Source: an optimization exercise on an open RTL-to-GDS flow (aim: small area). Production flows keep margins and buffers that such runs may drop. Function was checked by simulation only, so behaviour that the tests miss may differ from the original.

## flow/design.v (module list and top-level ports; edited modules follow where they fit)
// module fir_fa: 4 lines
// module fir_ha: 4 lines
// module FIR_pipeline: 5020 lines
module FIR_pipeline #(
   parameter N_taps = 33
)(
   input  clk,
   input  reset_n,
   input  [23:0] data_in,
   output [23:0] data_out
);
  // ...
==> flow/run.sh <==
#!/bin/bash
# synth_recipe.tcl (not shown) runs the flow's synth.tcl, then flattens the netlist and writes it again
# the make line also repeats each setting of config.mk as NAME=value (left out here)
make -C /OpenROAD-flow-scripts/flow DESIGN_CONFIG=/design/flow/config.mk WORK_HOME=/design/flow/orfs CLKGATE_MAP_FILE= SYNTH_SCRIPT=/design/flow/synth_recipe.tcl finish
==> flow/config.mk <==
export PLATFORM = sky130hd
export DESIGN_NAME = FIR_pipeline
export DESIGN_NICKNAME = FIR_pipeline
export VERILOG_FILES = /design/flow/design.v
export SDC_FILE = /design/flow/constraint.sdc
export NUM_CORES = 4
export LEC_CHECK = 0
export CAP_MARGIN = 20
export CORE_MARGIN = 2
export CORE_UTILIZATION = 60
export CTS_BUF_LIST = sky130_fd_sc_hd__clkbuf_16
export CTS_CLUSTER_DIAMETER = 100
export CTS_CLUSTER_SIZE = 25
export GPL_TIMING_DRIVEN = 0
export SLEW_MARGIN = 20
export SYNTH_HIERARCHICAL = 1
export SYNTH_MINIMUM_KEEP_SIZE = 0
==> flow/constraint.sdc <==
create_clock -name core_clock -period 13.0 [get_ports {clk}]
set_input_delay 2.6000 -clock core_clock [delete_from_list [all_inputs] [get_ports {clk}]]
set_output_delay 2.6000 -clock core_clock [all_outputs]
set_load 0.01 [all_outputs]
==> results.yml, run 1 <==
logic_synthesis:
  synthSimpleGateAreaFrac: 0.00296
  synth_edf_count: 0
  synth_compound_area_frac: 0.00386
  synth_cells: 3702
  yosysMostFrequentCell: "fa_1"
  yosysTopAreaCellShare: 0.652
  muxShareOfSynthArea: 0
worst_hold_path:
  min_path_type: "reg2reg"
  min_from: "h30[23]$_DFF_PN1_"
timing:
  rsz0062_at_grt: "false"
  finalWorstSetupSlack_ns: 0.519
  finalHoldWorstSlack_ns: 0.365
  fin_worst_skew_ns: 0.0413
  hold_violations: 0
  clock.fmax_mhz: 80.1
global_route:
  antenna_found_initial: 1
  grt_use_total: 0.427
  grt_busiest_layer: "met2"
  overflow: 0
  grt_pass1_vias: 42600
finish:
  fillCellCount: 7883
  fin_cells: 5348
  clk_share: 0.0185
  antenna_cells: 0
  final_util: 0.641
clock_network:
  clkLatencyLatePin_ns: 0.69
placed_design:
  dpl.cell_count: 5283
  dpl-instance-area_mm2: 0.0733
worst_setup_path:
  crit_top_cell: "fa_1"
  r2r-end: "out_a[18]$_DFF_PN0_"
  crit_slowest_cell: "dfrtp_1"
  start_kind: "register"
drt:
  drt-pass1-iter-count: 5
  via_per_inst: 6.40
  wl_met2_um: 113000
  dr_wl_met3_um: 23400
die:
  die_x_um: 347
outcome:
  status: "finished clean"
==> run 2: changes to the inputs <==
==> flow/flow/run.sh (new file) <==
#!/bin/bash
set -euo pipefail
cat >> config.mk <<'EOT'
export CTS_ARGS = -sink_clustering_enable -repair_clock_nets -dont_use_dummy_load -sink_clustering_size 25 -sink_clustering_max_diameter 100 -buf_list sky130_fd_sc_hd__clkbuf_16
EOT
bash standard.sh > standard.log 2>&1
==> flow/standard.sh (new file) <==
#!/bin/bash
# synth_recipe.tcl (not shown) runs the flow's synth.tcl, then flattens the netlist and writes it again
# the make line also repeats each setting of config.mk as NAME=value (left out here)
make -C /OpenROAD-flow-scripts/flow DESIGN_CONFIG=/design/flow/config.mk WORK_HOME=/design/flow/orfs CLKGATE_MAP_FILE= SYNTH_SCRIPT=/design/flow/synth_recipe.tcl "${@:-finish}"
--- a/flow/config.mk
+++ b/flow/config.mk
@@ -15,3 +15,4 @@
 export SLEW_MARGIN = 20
 export SYNTH_HIERARCHICAL = 1
 export SYNTH_MINIMUM_KEEP_SIZE = 0
+export CTS_ARGS = -sink_clustering_enable -repair_clock_nets -dont_use_dummy_load -sink_clustering_size 25 -sink_clustering_max_diameter 100 -buf_list sky130_fd_sc_hd__clkbuf_16
removed: flow/run.sh
==> results.yml, run 2 <==
worst_hold_path:
  min_path_type: "reg2reg"
placed_design:
  dpl_worst_slack_ns: 0.563
  gp_congestion: 1.04
  port_buffers: 49
  dp_hpwl_um: 216000
timing:
  clock.fmax_mhz: 80.3
  finalWorstSetupSlack_ns: 0.543
  setup_viol: 0
  fin_crit_sh: 0.958
  fin_worst_skew_ns: 0.0733
  fin_tns_setup_ns: 0
  relSlewSlack: 0.190
  worstMarginPinSlew_ns: 1.21
  hold_violations: 0
  rsz0062_at_grt: "false"
  finalHoldWorstSlack_ns: 0.338
  min_period_ns: 12.46
  slew_viol_final: 0
logic_synthesis:
  synth_cells: 3702
  ys_warn_count: 7
  syn_area_mm2: 0.0707
  synth.area.top_cells: "fa_1, dfrtp_1, ha_1"
  synth_top_area_cell: "fa_1"
  async_reset_ff_frac: 1.00
  syn_nets: 6188
  ys_ff_latch: 828
  yosysMostFrequentCell: "fa_1"
  synth_edf_count: 0
  yosysTopAreaCellShare: 0.652
  yosysSeqAreaShare: 0.294
  ys.flop_type: "dfrtp_1"
  synth_common_cells: "fa_1, dfrtp_1, inv_1"
  synth.distinct_cells: 40
  postSynthAreaPerCell_um2: 19.1
clock_network:
  path_clk_slew_ns: 0.10
  cts_root_buffer: "clkbuf_16"
  clkLatencyLatePin_ns: 0.67
  cts_sinks: 828
  cts_buffer_depth: 3
  cts.repair.resized: 0
  cts_tree: "done"
  cts_htree_levels: 2
  cts_hold_buf: 0
  post-cts-setup-buffer-count: 0
  cts_buffers: 44
die:
  coreArea_mm2: 0.117
  die_area_mm2: 0.121
  io_pins: 50
  die_h_um: 347
  die_x_um: 347
  initial_utilization: 0.607
  row_count: 125
finish:
  antenna_cells: 0
  multi_input_area_mm2: 0.0488
  final_util: 0.639
  drive_gt1_frac: 0.0252
  seq_area_mm2: 0.0208
  layout_common_cells: "fa_1, dfrtp_1, inv_1, ha_1, clkdlybuf4s50_1"
  syn2layout_area_growth_pct: 5.27
  layout.nets: 6291
  fillCellCount: 7912
  layout_commonest_cell: "fa_1"
drt:
  postRouteAntennaNets: 0
  num_vias: 34300
  drcViolationCount: 0
  via_per_inst: 6.44
  drt_wl_total_um: 239000
  drt-pass1-iter-count: 5
  drt_iter0_drc: 3723
  wire_per_inst_um: 44.9
global_route:
  met3_usage: 0.111
  grt_use_total: 0.427
  grt_pass1_vias: 42500
  grt_max_degree: 111
  grt_pass1_wl_um: 335000
  grt_busiest_layer: "met2"
  antenna_found_initial: 1
  use_met1: 0.587
  use_met2: 0.652
  overflow: 0
worst_setup_path:
  start_kind: "register"
  worstPathMaxFanout: 7
  arrival_ns: 12.95
  required_ns: 13.49
  endpoint_kind: "register"
  critPathKind: "reg2reg"
outcome:
  status: "finished clean"
run:
  max_cap_viol_count: 0
[run 2: area by class of cell]
cell class,instances,area share
clock buffers,44,0.0148
inverters,316,0.0159
multi-input cells,2558,0.655
flip-flops and latches,828,0.279
well taps,1524,0.0256
repair buffers,57,0.00962
[run 2: worst max-delay path, stage by stage, from the launching register on]
cell     delay (ns)
dfrtp_1        1.02
inv_1          0.11
ha_1           0.33
inv_1          0.05
fa_1           0.40
fa_1           0.39
fa_1           0.41
fa_1           0.43
fa_1           0.41
fa_1           0.45
fa_1           0.50
fa_1           0.44
fa_1           0.48
fa_1           0.48
fa_1           0.58
fa_1           0.45
fa_1           0.51
fa_1           0.45
fa_1           0.44
fa_1           0.59
fa_1           0.44
fa_1           0.42
fa_1           0.40
fa_1           0.49
fa_1           0.41
fa_1           0.42
fa_1           0.41
fa_1           0.43
[run 2: logic make-up (layout without fill, tap and decap cells)]
family          Yosys count  after routing  share of synthesized area
xor+xnor                 22             22                    0.00273
compound gates           34             34                    0.00386
other cells               1              1                  0.0000530
flops                   828            828                      0.294
buf+inv                 316            417                     0.0168
simple gates             40             40                    0.00296
fa+ha+maj              2461           2461                      0.680
[run 2: modules after synthesis (local to each module, per instance)]
module        cells inside  times used  area [um2]  flops+latches
fir_ha                   1         118        12.5              0
fir_fa                   1        2302        20.0              0
FIR_pipeline          1282           1       23100            828
[run 2: per-stage QoR]
stage | cell area (um2) | cells
final | 74400 | 5327
after global routing | 74400 | 5327
after CTS | 74400 | 5327
after detailed placement | 73300 | 5283
after global placement | 73100 | 5275
after floorplan | 70700 | 3702
[run 2: final timing paths]
kind	startpoint	to	slack, ns	depth (start not counted)
worst min-delay path	h17[9]$_DFF_PN0_	h18[9]$_DFF_PN0_	0.34	0
max in group asynchronous	reset_n	h10[14]$_DFF_PN0_	8.59	6
min in group asynchronous	reset_n	h0[10]$_DFF_PN0_	1.72	1
worst max register to register	h16[10]$_DFF_PN0_	out_a[18]$_DFF_PN0_	0.54	27
worst min register to register	h17[9]$_DFF_PN0_	h18[9]$_DFF_PN0_	0.34	0
worst max-delay path	h16[10]$_DFF_PN0_	out_a[18]$_DFF_PN0_	0.54	27
[run 2: routing by layer]
metal | vias to the layer above | part of all wire
met4 | 2 | 0.067
met3 | 625 | 0.097
met5 | - | 0.000071
met1 | 20200 | 0.36
met2 | 2176 | 0.47
li1 | 11300 | -
==> run 3: changes to the inputs <==
==> flow/flow/run.sh (replaced) <==
#!/bin/bash
set -euo pipefail
cat >> config.mk <<'EOT'
export BUFFER_PORTS_ARGS = -buffer_cell sky130_fd_sc_hd__buf_1
export CTS_ARGS = -sink_clustering_enable -repair_clock_nets -dont_use_dummy_load -sink_clustering_size 25 -sink_clustering_max_diameter 100 -buf_list sky130_fd_sc_hd__clkbuf_16
EOT
bash standard.sh > standard.log 2>&1
--- a/flow/config.mk
+++ b/flow/config.mk
@@ -15,4 +15,5 @@
 export SLEW_MARGIN = 20
 export SYNTH_HIERARCHICAL = 1
 export SYNTH_MINIMUM_KEEP_SIZE = 0
+export BUFFER_PORTS_ARGS = -buffer_cell sky130_fd_sc_hd__buf_1
 export CTS_ARGS = -sink_clustering_enable -repair_clock_nets -dont_use_dummy_load -sink_clustering_size 25 -sink_clustering_max_diameter 100 -buf_list sky130_fd_sc_hd__clkbuf_16
==> results.yml, run 3 <==
drt:
  via_per_inst: 6.43
  drt-pass1-iter-count: 5
  drcViolationCount: 0
  num_vias: 34400
  postRouteAntennaNets: 0
  wire_per_inst_um: 45.0
  drt_wl_total_um: 240000
  drt_iter0_drc: 4140
clock_network:
  cts_root_buffer: "clkbuf_16"
  cts_sinks: 828
  cts_htree_levels: 2
  cts_hold_buf: 0
  path_clk_slew_ns: 0.09
  cts_tree: "done"
  cts_buffers: 46
  cts.repair.resized: 0
  cts_buffer_depth: 3
  post-cts-setup-buffer-count: 0
  clkLatencyLatePin_ns: 0.70
die:
  die_h_um: 347
  initial_utilization: 0.607
  die_x_um: 347
  row_count: 125
  coreArea_mm2: 0.117
  die_area_mm2: 0.121
  io_pins: 50
logic_synthesis:
  postSynthAreaPerCell_um2: 19.1
  yosysSeqAreaShare: 0.294
  async_reset_ff_frac: 1.00
  syn_nets: 6188
  synth_cells: 3702
  syn_area_mm2: 0.0707
  synth_edf_count: 0
  synth.area.top_cells: "fa_1, dfrtp_1, ha_1"
  ys_warn_count: 7
  ys.flop_type: "dfrtp_1"
  ys_ff_latch: 828
  synth_top_area_cell: "fa_1"
  yosysTopAreaCellShare: 0.652
  synth.distinct_cells: 40
  synth_common_cells: "fa_1, dfrtp_1, inv_1"
  yosysMostFrequentCell: "fa_1"
placed_design:
  dpl_worst_slack_ns: 0.580
  dpl-instance-area_mm2: 0.0734
  gp_congestion: 1.04
  dp_hpwl_um: 219000
  port_buffers: 49
  dpl.cell_count: 5302
timing:
  rsz0062_at_grt: "false"
  relSlewSlack: 0.284
  finalHoldWorstSlack_ns: 0.346
  slew_viol_final: 0
  fin_crit_sh: 0.960
  min_period_ns: 12.48
  hold_violations: 0
  worstMarginPinSlew_ns: 1.07
  finalWorstSetupSlack_ns: 0.516
  fin_worst_skew_ns: 0.0809
  setup_viol: 0
  fin_tns_setup_ns: 0
  clock.fmax_mhz: 80.1
worst_setup_path:
  r2r-end: "out_a[7]$_DFF_PN0_"
  r2r_slack_ns: 0.52
  worstPathMaxFanout: 4
  worst-r2r-cell-count: 26
  required_ns: 13.49
  rr_startpoint: "h15[0]$_DFF_PN0_"
  endpoint_kind: "register"
  arrival_ns: 12.97
  start_kind: "register"
  critPathKind: "reg2reg"
finish:
  layout_commonest_cell: "fa_1"
  antenna_cells: 0
  layout.nets: 6312
  drive_gt1_frac: 0.0309
  fin_cells: 5348
  layout_common_cells: "fa_1, dfrtp_1, inv_1, ha_1, buf_1"
  syn2layout_area_growth_pct: 5.38
  final_area_mm2: 0.0745
  final_util: 0.639
worst_hold_path:
  min_from: "h17[2]$_DFF_PN0_"
  min_path_type: "reg2reg"
  min_path_cells: 0
  min_to: "h18[2]$_DFF_PN0_"
global_route:
  overflow: 0
  grt_max_degree: 39
  antenna_found_initial: 1
  grt_pass1_vias: 43000
  grt_pass1_wl_um: 337000
  grt_use_total: 0.430
outcome:
  status: "finished clean"
run:
  max_cap_viol_count: 0
## run 3: cell counts after synthesis
Identical to the previous run, type by type.
## run 3: how the worst max path moves through the flow
stage / startpoint / to / cells past startpoint
global route: h15[0]$_DFF_PN0_ / out_a[7]$_DFF_PN0_ / 26
CTS: h15[0]$_DFF_PN0_ / out_a[7]$_DFF_PN0_ / 26
floorplan: h16[10]$_DFF_PN0_ / out_a[18]$_DFF_PN0_ / 27
finish: h15[0]$_DFF_PN0_ / out_a[7]$_DFF_PN0_ / 26
global placement: reset_n / h11[13]$_DFF_PN0_ / 1
detailed placement: h15[0]$_DFF_PN0_ / out_a[7]$_DFF_PN0_ / 26
## run 3: area by class of cell
cell class	instances	area [um2]
clock buffers	46	1150
fillers	7887	42000
inverters	316	1190
multi-input cells	2558	48800
flip-flops and latches	828	20800
well taps	1524	1910
repair buffers	76	741
## run 3: worst max-delay path, cell delays in order, from the launching register on
cell     delay (ns)
dfrtp_1        0.39
ha_1           0.21
fa_1           0.60
fa_1           0.48
fa_1           0.48
fa_1           0.41
fa_1           0.42
fa_1           0.42
fa_1           0.42
fa_1           0.43
fa_1           0.48
fa_1           0.50
fa_1           0.47
fa_1           1.05
fa_1           0.64
fa_1           0.43
fa_1           0.40
fa_1           0.44
fa_1           0.43
fa_1           0.47
fa_1           0.51
inv_1          0.06
fa_1           0.46
fa_1           0.41
fa_1           0.43
fa_1           0.39
fa_1           0.44
## run 3: modules after synthesis, one instance, submodules excluded
module        times used  cell area, um2  flip-flops and latches  cells
FIR_pipeline           1           23100                     828   1282
fir_fa              2302            20.0                       0      1
fir_ha               118            12.5                       0      1
## run 3: layer usage
layer	wire, um	track usage
met1	84300	0.585
met2	114000	0.655
met3	27100	0.125
met4	15100	0.201
met5	8	0
## run 3: cell families after synthesis
kind of cell | share of synthesized area
buffers and inverters | 0.0168
and+or+nand+nor | 0.00296
xor gates and xnor gates | 0.00273
AOI/OAI and AO/OA | 0.00386
DFF | 0.294
adders and majority gates | 0.680
other | 0.0000530
==> run 4: changes to the inputs <==
==> flow/flow/run.sh (replaced) <==
#!/bin/bash
set -euo pipefail
cat >> config.mk <<'EOT'
export BUFFER_PORTS_ARGS = -buffer_cell sky130_fd_sc_hd__buf_2
export CTS_ARGS = -sink_clustering_enable -repair_clock_nets -dont_use_dummy_load -sink_clustering_size 25 -sink_clustering_max_diameter 100 -buf_list sky130_fd_sc_hd__clkbuf_16
EOT
bash standard.sh > standard.log 2>&1
--- a/flow/config.mk
+++ b/flow/config.mk
@@ -7,7 +7,7 @@
 export LEC_CHECK = 0
 export CAP_MARGIN = 20
 export CORE_MARGIN = 2
-export CORE_UTILIZATION = 60
+export CORE_UTILIZATION = 70
 export CTS_BUF_LIST = sky130_fd_sc_hd__clkbuf_16
 export CTS_CLUSTER_DIAMETER = 100
 export CTS_CLUSTER_SIZE = 25
@@ -15,5 +15,5 @@
 export SLEW_MARGIN = 20
 export SYNTH_HIERARCHICAL = 1
 export SYNTH_MINIMUM_KEEP_SIZE = 0
-export BUFFER_PORTS_ARGS = -buffer_cell sky130_fd_sc_hd__buf_1
+export BUFFER_PORTS_ARGS = -buffer_cell sky130_fd_sc_hd__buf_2
 export CTS_ARGS = -sink_clustering_enable -repair_clock_nets -dont_use_dummy_load -sink_clustering_size 25 -sink_clustering_max_diameter 100 -buf_list sky130_fd_sc_hd__clkbuf_16
==> results.yml, run 4 <==
drt:
  postRouteAntennaNets: 0
  wire_per_inst_um: 46.3
  drt-pass1-iter-count: 6
  via_per_inst: 7.00
  drcViolationCount: 0
  drt_iter0_drc: 4889
  drt_wl_total_um: 236000
  num_vias: 35700
timing:
  clock.fmax_mhz: 79.7
  slew_viol_final: 0
  fin_tns_setup_ns: 0
  fin_crit_sh: 0.965
  fin_worst_skew_ns: 0.0916
  relSlewSlack: 0.236
  finalHoldWorstSlack_ns: 0.351
  hold_violations: 0
  setup_viol: 0
  worstMarginPinSlew_ns: 1.14
  finalWorstSetupSlack_ns: 0.452
  min_period_ns: 12.55
  rsz0062_at_grt: "false"
worst_setup_path:
  critPathMaxStageDelay_ns: 0.87
  critPathKind: "reg2reg"
  worstPathMaxFanout: 3
  crit_buf_inv: 1
  start_kind: "register"
  endpoint_kind: "register"
  crit_top_cell: "fa_1"
  arrival_ns: 13.03
  required_ns: 13.49
  critPathTopFamily: "adder cells"
  crit_slowest_cell: "fa_1"
finish:
  layout_commonest_cell: "fa_1"
  layout.nets: 6291
  final_util: 0.738
  fin_cells: 5101
  layout_common_cells: "fa_1, dfrtp_1, inv_1, ha_1, buf_2"
  multi_input_area_mm2: 0.0488
  seq_area_mm2: 0.0208
  syn2layout_area_growth_pct: 4.53
  drive_gt1_frac: 0.0379
  final_area_mm2: 0.0739
  antenna_cells: 0
  fillCellCount: 5628
logic_synthesis:
  ys_warn_count: 7
  synth_common_cells: "fa_1, dfrtp_1, inv_1"
  synth_cells: 3702
  synth.area.top_cells: "fa_1, dfrtp_1, ha_1"
  synth.distinct_cells: 40
  synth_edf_count: 0
  syn_area_mm2: 0.0707
  synth_top_area_cell: "fa_1"
  yosysSeqAreaShare: 0.294
  ys.flop_type: "dfrtp_1"
  syn_nets: 6188
  yosysMostFrequentCell: "fa_1"
  ys_ff_latch: 828
  async_reset_ff_frac: 1.00
  postSynthAreaPerCell_um2: 19.1
  yosysTopAreaCellShare: 0.652
placed_design:
  port_buffers: 49
  dpl-instance-area_mm2: 0.0728
  gp_congestion: 1.13
  dpl_worst_slack_ns: 0.692
  dpl.cell_count: 5057
  dp_hpwl_um: 209000
clock_network:
  post-cts-setup-buffer-count: 0
  cts_sinks: 828
  path_clk_slew_ns: 0.09
  cts_tree: "done"
  clkLatencyLatePin_ns: 0.71
  cts_buffer_depth: 3
  cts_htree_levels: 2
  cts_root_buffer: "clkbuf_16"
  cts_hold_buf: 0
  cts_buffers: 44
  cts.repair.resized: 0
die:
  die_area_mm2: 0.104
  die_x_um: 322
  coreArea_mm2: 0.100
  die_h_um: 322
  io_pins: 50
  row_count: 116
  initial_utilization: 0.706
global_route:
  grt_use_total: 0.499
  grt_pass1_vias: 43800
  antenna_found_initial: 1
  overflow: 0
  grt_pass1_wl_um: 333000
  grt_max_degree: 116
outcome:
  status: "finished clean"
worst_hold_path:
  min_path_type: "reg2reg"
run:
  max_cap_viol_count: 0
[run 4: cell counts after synthesis]
No cell type changed its count.
[run 4: per-layer routing]
metal | part of all wire | vias up | track usage
li1 | - | 11300 | -
met1 | 0.32 | 20300 | 0.637
met2 | 0.46 | 3084 | 0.730
met3 | 0.13 | 1036 | 0.190
met4 | 0.093 | 2 | 0.333
met5 | 0.000076 | - | 0
[run 4: modules after synthesis (local to each module, per instance)]
module        cells inside  area (um2)  copies in the design  flops+latches
FIR_pipeline          1282       23100                     1            828
fir_fa                   1        20.0                  2302              0
fir_ha                   1        12.5                   118              0
[run 4: layout make-up]
| type | instances | area share |
|---|---|---|
| tap | 1298 | 0.0220 |
| inverter | 316 | 0.0160 |
| multi-input combinational | 2558 | 0.660 |
| timing repair buffer | 57 | 0.00643 |
| sequential | 828 | 0.281 |
| clock buffer | 44 | 0.0149 |
[run 4: final timing paths]
check	startpoint	end	slack (ns)	cells after the start
min in group asynchronous	reset_n	h31[11]$_DFF_PN0_	1.78	1
worst min-delay path	h17[0]$_DFF_PN0_	h18[0]$_DFF_PN0_	0.35	0
worst min register to register	h17[0]$_DFF_PN0_	h18[0]$_DFF_PN0_	0.35	0
max in group asynchronous	reset_n	h1[12]$_DFF_PN0_	9.32	4
worst max register to register	h25[12]$_DFF_PN0_	out_a[18]$_DFF_PN0_	0.45	26
worst max-delay path	h25[12]$_DFF_PN0_	out_a[18]$_DFF_PN0_	0.45	26
[run 4: cells by family after synthesis]
group,share of synthesized area
adder cells (fa/ha/maj),0.680
AO/OA/AOI/OAI,0.00386
buffers and inverters,0.0168
XOR/XNOR,0.00273
AND/OR/NAND/NOR,0.00296
flip-flops,0.294
other,0.0000530
==> run 5: changes to the inputs <==
--- a/flow/config.mk
+++ b/flow/config.mk
@@ -7,7 +7,7 @@
 export LEC_CHECK = 0
 export CAP_MARGIN = 20
 export CORE_MARGIN = 2
-export CORE_UTILIZATION = 70
+export CORE_UTILIZATION = 60
 export CTS_BUF_LIST = sky130_fd_sc_hd__clkbuf_16
 export CTS_CLUSTER_DIAMETER = 100
 export CTS_CLUSTER_SIZE = 25
==> results.yml, run 5 <==
logic_synthesis:
  yosysMostFrequentCell: "fa_1"
  syn_nets: 6188
  synth_common_cells: "fa_1, dfrtp_1, inv_1"
  synth.area.top_cells: "fa_1, dfrtp_1, ha_1"
  yosysTopAreaCellShare: 0.652
  postSynthAreaPerCell_um2: 19.1
  ys_warn_count: 7
  ys.flop_type: "dfrtp_1"
  synth_edf_count: 0
  yosysSeqAreaShare: 0.294
  synth_top_area_cell: "fa_1"
  syn_area_mm2: 0.0707
  synth_cells: 3702
  synth.distinct_cells: 40
  async_reset_ff_frac: 1.00
  ys_ff_latch: 828
worst_setup_path:
  crit_buf_inv: 2
  crit_top_cell: "fa_1"
  arrival_ns: 12.94
  critPathMaxStageDelay_ns: 0.93
  start_kind: "register"
  endpoint_kind: "register"
  critPathKind: "reg2reg"
  crit_slowest_cell: "dfrtp_1"
  critPathTopFamily: "adder cells"
  required_ns: 13.48
  worstPathMaxFanout: 7
drt:
  postRouteAntennaNets: 0
  drcViolationCount: 0
  drt_wl_total_um: 239000
  drt-pass1-iter-count: 5
  drt_iter0_drc: 3799
  wire_per_inst_um: 44.8
  via_per_inst: 6.42
  num_vias: 34200
finish:
  layout.nets: 6292
  layout_common_cells: "fa_1, dfrtp_1, inv_1, ha_1, buf_2"
  fillCellCount: 7904
  syn2layout_area_growth_pct: 4.97
  drive_gt1_frac: 0.0384
  layout_commonest_cell: "fa_1"
die:
  die_h_um: 347
  io_pins: 50
  initial_utilization: 0.607
  coreArea_mm2: 0.117
  row_count: 125
  die_x_um: 347
  die_area_mm2: 0.121
timing:
  hold_violations: 0
  clock.fmax_mhz: 80.2
  rsz0062_at_grt: "false"
  fin_crit_sh: 0.959
  fin_worst_skew_ns: 0.0832
  min_period_ns: 12.46
  worstMarginPinSlew_ns: 1.15
  slew_viol_final: 0
  setup_viol: 0
  relSlewSlack: 0.228
  fin_tns_setup_ns: 0
worst_hold_path:
  min_path_type: "reg2reg"
clock_network:
  cts_root_buffer: "clkbuf_16"
  clkLatencyLatePin_ns: 0.68
  cts_htree_levels: 2
  cts_sinks: 828
  cts.repair.resized: 0
  cts_tree: "done"
  path_clk_slew_ns: 0.11
  cts_buffers: 45
  post-cts-setup-buffer-count: 0
  cts_hold_buf: 0
  cts_buffer_depth: 3
placed_design:
  port_buffers: 49
  dp_hpwl_um: 216000
  gp_congestion: 1.03
global_route:
  grt_pass1_wl_um: 333000
  grt_pass1_vias: 42000
  grt_max_degree: 118
  grt_use_total: 0.426
  antenna_found_initial: 3
  overflow: 0
outcome:
  status: "finished clean"
run:
  max_cap_viol_count: 0
[run 5: layout make-up]
type	count	area [um2]	area share
Inverter	316	1190	0.0160
Timing Repair Buffer	57	475	0.00641
Tap cell	1524	1910	0.0257
Clock buffer	45	1130	0.0152
Multi-Input combinational cell	2558	48800	0.657
Antenna cell	1	2.50	0.0000337
Sequential cell	828	20800	0.280
[run 5: cell families after synthesis]
group | count (synthesis) | synth area share
fa+ha+maj | 2461 | 0.680
other cells | 1 | 0.0000530
xor+xnor | 22 | 0.00273
compound gates | 34 | 0.00386
buf+inv | 316 | 0.0168
simple gates | 40 | 0.00296
flops | 828 | 0.294
[run 5: worst reg2reg max path, cell delays in order (launching register included)]
cell and delay (ns):
dfrtp_1 0.93, inv_1 0.15, ha_1 0.32, inv_1 0.06
fa_1 0.43, fa_1 0.40, fa_1 0.41, fa_1 0.43
fa_1 0.42, fa_1 0.43, fa_1 0.50, fa_1 0.43
fa_1 0.48, fa_1 0.47, fa_1 0.51, fa_1 0.41
fa_1 0.51, fa_1 0.49, fa_1 0.56, fa_1 0.52
fa_1 0.45, fa_1 0.43, fa_1 0.40, fa_1 0.49
fa_1 0.41, fa_1 0.42, fa_1 0.42, fa_1 0.45
[run 5: path summary, 6_finish.rpt]
check / to / slack [ns] / from / cells after the start
max in group asynchronous: h2[14]$_DFF_PN0_ / 9.20 / reset_n / 4
max: out_a[18]$_DFF_PN0_ / 0.54 / h16[10]$_DFF_PN0_ / 27
min in group asynchronous: h0[10]$_DFF_PN0_ / 1.83 / reset_n / 1
min: h30[23]$_DFF_PN1_ / 0.34 / h29[23]$_DFF_PN1_ / 0
min reg2reg: h30[23]$_DFF_PN1_ / 0.34 / h29[23]$_DFF_PN1_ / 0
max reg2reg: out_a[18]$_DFF_PN0_ / 0.54 / h16[10]$_DFF_PN0_ / 27
[run 5: Yosys stat by module (local to each module, per instance)]
module / flops+latches / times used / cells
FIR_pipeline: 828 / 1 / 1282
fir_fa: 0 / 2302 / 1
fir_ha: 0 / 118 / 1
[run 5: stage by stage]
stage / instances / area [um2] / hold WS [ns] / setup WS (ns) / utilization
global route: 5328 / 74200 / 0.335 / 0.364 / 0.637
detailed placement: 5283 / 73100 / 0.366 / 0.488 / 0.627
floorplan: 3702 / 70700 / 0.357 / 1.77 / -
CTS: 5328 / 74200 / 0.341 / 0.479 / 0.637
finish: 5329 / 74200 / 0.342 / 0.537 / 0.637
global placement: 5275 / 72900 / 0.364 / -6.75 / 0.625
[run 5: metal layers]
metal | part of all wire | vias up | track usage
li1 | - | 11300 | -
met1 | 0.36 | 20100 | 0.586
met2 | 0.48 | 2141 | 0.653
met3 | 0.097 | 595 | 0.107
met4 | 0.063 | 4 | 0.202
met5 | 0.00012 | - | 0

re-timing with driven ports:
In the flow no input, the clock included, has a driving cell. The finished layouts below were timed again as built, in two steps.
Step 1 assumes that a clkbuf_16 drives the clock port and a buf_2 every other input.
Step 2 moves the port delays by t, midway between the first and last clock arrival at a register: inputs arrive t later, outputs are due t later. That takes back most of the time a late clock gives input paths.
Slacks: ideal / step 1 / step 2; pairs: ideal / step 1.
run	t (ns)	setup WS [ns]	worst data-port slew with drivers (ns)
run 1	0.746	0.519 / 0.519 / 0.519	0.05
run 2	0.713	0.543 / 0.543 / 0.543	0.05
run 3	0.738	0.516 / 0.516 / 0.516	0.05
run 4	0.739	0.452 / 0.452 / 0.452	0.05
run 5	0.720	0.537 / 0.537 / 0.537	0.05
After both steps every run listed still meets setup and hold.
